Context: an optimization exercise on an open-source flow, tuned for small area, a short achievable clock period and few clock cycles. The choices shown serve that exercise and are no tape-out recipe.
At most, simulation tests tie the RTL to the original design; equivalence was not proved.

// xoodoo
module xoodoo(
    clk_i,
    rst_i,
    start_i,
    state_valid_o,
    init_reg,
    word_in,
    word_index_in,
    word_enable_in,
    domain_i,
    domain_enable_i,
    word_out
);
==> module xoodoo_mux4, before the edit <==
module xoodoo_mux4(s, d, y);
    input [1:0] s;
    input [3:0] d;
    output y;
    assign y = d[s];
endmodule
==> module xoodoo_sel3, before the edit <==
module xoodoo_sel3(s, a, b, c, y);
    input [1:0] s;
    input a, b, c;
    output y;
    assign y = s[1] ? (~s[0] & c) : (s[0] ? b : a);
endmodule
==> module xoodoo_rd, before the edit <==
module xoodoo_rd(idx, v, y);
    input [3:0] idx;
    input [11:0] v;
    output y;
    wire [2:0] m;
    genvar j;
    generate
        for (j = 0; j < 3; j = j + 1) begin : g_m
            xoodoo_mux4 u_m(.s(idx[1:0]), .d(v[4*j +: 4]), .y(m[j]));
        end
    endgenerate
    xoodoo_sel3 u_o(.s(idx[3:2]), .a(m[0]), .b(m[1]), .c(m[2]), .y(y));
endmodule
==> module xoodoo, before the edit <==
module xoodoo(
    clk_i,
    rst_i,
    start_i,
    state_valid_o,
    init_reg,
    word_in,
    word_index_in,
    word_enable_in,
    domain_i,
    domain_enable_i,
    word_out
);
    input               clk_i;
    input               rst_i;
    input               start_i;
    output              state_valid_o;
    input               init_reg;
    input      [31:0]   word_in;
    input      [3:0]    word_index_in;   
    input               word_enable_in;
    input      [31:0]   domain_i;
    input               domain_enable_i;
    output     [31:0]   word_out;
    parameter roundPerCycle = 1;
    localparam STEPS = 12 / roundPerCycle;
    reg  [383:0] state_n;        
    wire [383:0] state = ~state_n;
    wire [383:0] round_out_state;
    reg  [3:0]  step;
    reg         running;
    reg         done;
    wire        perm = running | start_i;
    wire        clr  = rst_i | init_reg;
    xoodoo_n_rounds #(.roundPerCycle(roundPerCycle)) rounds_inst(
        .state_n_in(state_n),
        .state_out(round_out_state),
        .step_i(running ? step : 4'd0)
    );
    wire [11:0] sel;
    wire [11:0] ps, pn;
    wire        pr = perm & ~clr;
    genvar i, k;
    generate
        for (i = 0; i < 12; i = i + 1) begin : g_sel
            assign sel[i] = (word_index_in == i);
            assign pn[i]  = ~perm & ~clr & word_enable_in & sel[i];
            assign ps[i]  = ~perm & ~clr & ~(word_enable_in & sel[i]);
        end
    endgenerate
    wire [31:0] new_word = word_out ^ word_in;
    wire [31:0] dom = domain_enable_i ? domain_i : 32'h0;
    generate
        for (k = 0; k < 32; k = k + 1) begin : g_rd
            wire [11:0] v;
            for (i = 0; i < 12; i = i + 1) begin : g_v
                assign v[i] = state[32*i + k];
            end
            xoodoo_rd u_rd(.idx(word_index_in), .v(v), .y(word_out[k]));
        end
    endgenerate
    wire [383:0] d;
    generate
        for (i = 0; i < 12; i = i + 1) begin : g_w
            for (k = 0; k < 32; k = k + 1) begin : g_b
                wire nv, hv;
                if (i == 11) begin : g_dom
                    assign nv = new_word[k];
                    assign hv = state[32*i + k] ^ dom[k];
                end else begin : g_plain
                    assign nv = new_word[k];
                    assign hv = state[32*i + k];
                end
                xoodoo_aoi222 u_upd(.a1(pr), .a2(round_out_state[32*i + k]),
                                    .b1(pn[i]), .b2(nv), .c1(ps[i]), .c2(hv),
                                    .y(d[32*i + k]));
            end
        end
    endgenerate
    always @(posedge clk_i)
        state_n <= d;
    wire last = running ? (step == STEPS - 1) : (STEPS == 1);
    always @(posedge clk_i) begin
        if (rst_i) begin
            done    <= 1'b0;
            running <= 1'b0;
            step    <= 4'd0;
        end else if (perm) begin
            if (last) begin
                done    <= 1'b1;
                running <= 1'b0;
                step    <= 4'd0;
            end else begin
                done    <= 1'b0;
                running <= 1'b1;
                step    <= (running ? step : 4'd0) + 4'd1;
            end
        end
    end
    assign state_valid_o = done;
endmodule
export LEC_CHECK = 0
export CAP_MARGIN = 5
export CORE_MARGIN = 2
export CORE_UTILIZATION = 35
export SETUP_SLACK_MARGIN = 2.5
export SLEW_MARGIN = 5
export SYNTH_HIERARCHICAL = 1
create_clock -name core_clock -period 6.5 [get_ports {clk_i}]
standard.sh (not shown) runs the stock make flow with config.mk's settings and CLKGATE_MAP_FILE= SYNTH_SCRIPT=/design/flow/synth_recipe.tcl, a recipe that flattens the netlist after the stock synthesis.
==> flow/flow/run.sh <==
#!/bin/bash
# Standard ORFS layout (the standard.sh) with two changes:
# - plain buffers on the ports instead of the delay cells buffer_ports
#   picks by default;
# - clock tree: larger sink clusters and no dummy load cells.
set -euo pipefail
export BUFFER_PORTS_ARGS="-buffer_cell sky130_fd_sc_hd__buf_1"
export CTS_ARGS="-sink_clustering_enable -repair_clock_nets -dont_use_dummy_load -sink_clustering_size 24 -sink_clustering_max_diameter 80 -buf_list {sky130_fd_sc_hd__clkbuf_8 sky130_fd_sc_hd__clkbuf_16}"
bash standard.sh > orfs_flow.log 2>&1
The baseline finished clean.
Testbench counts at the start, summed over its fixed seeds: cycles 22,310.
Rerun with:
--- a/flow/design.v
+++ b/flow/design.v
@@ -163,36 +163,47 @@
 endmodule
 module xoodoo_aoi222(a1, a2, b1, b2, c1, c2, y);
     input a1, a2, b1, b2, c1, c2;
     output y;
     assign y = ~((a1 & a2) | (b1 & b2) | (c1 & c2));
 endmodule
-module xoodoo_mux4(s, d, y);
-    input [1:0] s;
-    input [3:0] d;
+module xoodoo_nand4(a, b, c, d, y);
+    input a, b, c, d;
     output y;
-    assign y = d[s];
+    assign y = ~(a & b & c & d);
 endmodule
-module xoodoo_sel3(s, a, b, c, y);
-    input [1:0] s;
+module xoodoo_nand2(a, b, y);
+    input a, b;
+    output y;
+    assign y = ~(a & b);
+endmodule
+module xoodoo_nand3(a, b, c, y);
     input a, b, c;
     output y;
-    assign y = s[1] ? (~s[0] & c) : (s[0] ? b : a);
+    assign y = ~(a & b & c);
 endmodule
-module xoodoo_rd(idx, v, y);
-    input [3:0] idx;
+module xoodoo_rd(lo, hi, v, y);
+    input [3:0] lo;
+    input [2:0] hi;
     input [11:0] v;
     output y;
-    wire [2:0] m;
+    wire [2:0] z;
     genvar j;
     generate
         for (j = 0; j < 3; j = j + 1) begin : g_m
-            xoodoo_mux4 u_m(.s(idx[1:0]), .d(v[4*j +: 4]), .y(m[j]));
+            wire [3:0] g;
+            wire m;
+            genvar k;
+            for (k = 0; k < 4; k = k + 1) begin : g_g
+                xoodoo_nand2 u_g(.a(lo[k]), .b(v[4*j+k]), .y(g[k]));
+            end
+            xoodoo_nand4 u_m(.a(g[0]), .b(g[1]), .c(g[2]), .d(g[3]), .y(m));
+            xoodoo_nand2 u_z(.a(hi[j]), .b(m), .y(z[j]));
         end
     endgenerate
-    xoodoo_sel3 u_o(.s(idx[3:2]), .a(m[0]), .b(m[1]), .c(m[2]), .y(y));
+    xoodoo_nand3 u_o(.a(z[0]), .b(z[1]), .c(z[2]), .y(y));
 endmodule
 module xoodoo(
     clk_i,
     rst_i,
     start_i,
     state_valid_o,
@@ -227,32 +238,40 @@
     wire        clr  = rst_i | init_reg;
     xoodoo_n_rounds #(.roundPerCycle(roundPerCycle)) rounds_inst(
         .state_n_in(state_n),
         .state_out(round_out_state),
         .step_i(running ? step : 4'd0)
     );
+    wire [3:0]  lo;
+    wire [2:0]  hi;
     wire [11:0] sel;
     wire [11:0] ps, pn;
     wire        pr = perm & ~clr;
     genvar i, k;
     generate
+        for (i = 0; i < 4; i = i + 1) begin : g_lo
+            assign lo[i] = (word_index_in[1:0] == i);
+        end
+        for (i = 0; i < 3; i = i + 1) begin : g_hi
+            assign hi[i] = (word_index_in[3:2] == i);
+        end
         for (i = 0; i < 12; i = i + 1) begin : g_sel
-            assign sel[i] = (word_index_in == i);
+            assign sel[i] = hi[i/4] & lo[i%4];
             assign pn[i]  = ~perm & ~clr & word_enable_in & sel[i];
             assign ps[i]  = ~perm & ~clr & ~(word_enable_in & sel[i]);
         end
     endgenerate
     wire [31:0] new_word = word_out ^ word_in;
     wire [31:0] dom = domain_enable_i ? domain_i : 32'h0;
     generate
         for (k = 0; k < 32; k = k + 1) begin : g_rd
             wire [11:0] v;
             for (i = 0; i < 12; i = i + 1) begin : g_v
                 assign v[i] = state[32*i + k];
             end
-            xoodoo_rd u_rd(.idx(word_index_in), .v(v), .y(word_out[k]));
+            xoodoo_rd u_rd(.lo(lo), .hi(hi), .v(v), .y(word_out[k]));
         end
     endgenerate
     wire [383:0] d;
     generate
         for (i = 0; i < 12; i = i + 1) begin : g_w
             for (k = 0; k < 32; k = k + 1) begin : g_b
What happened:
- The changed run finished clean
- design area rises slightly
- cell count rises by roughly a tenth
- via count rises by roughly a tenth
- setup slack gets better by 0.011 ns
- clock skew falls by 0.037 ns
- synthesized cell count rises by roughly a tenth
- hold slack gets better by 0.011 ns
- utilization rises by 0.97 points
- sequential cell count stays the same
Function not checked in the second run of this note: the RTL went through the layout flow alone.

==> port drivers added, routing unchanged <==
In the flow no input, the clock included, has a driving cell. The finished layouts below were timed again as built, in two steps. Step 1: set_driving_cell puts a clkbuf_16 on clk_i and a buf_2 on each other input, an assumption about the parent block. Step 2 times the ports against the registers' clock, not the clock port: input delays grow and output delays shrink by t, the midpoint of the rising clock arrivals with the driver on. a / b / c = ideal ports / drivers / drivers and shift; a / b = the first two.
run | t (ns) | slack for setup (ns) | worst setup path after step 2 | pins driven straight from the clock port
the first run | 0.705 | 2.394 / 2.107 / 1.873 | input to register | 1
the second run | 0.693 | 2.405 / 2.311 / 1.980 | input to register | 1
After both steps every run listed still meets setup and hold. For the first run, which loses most, drivers alone change the setup slack by -0.287 ns; drivers and shift together by -0.521 ns.
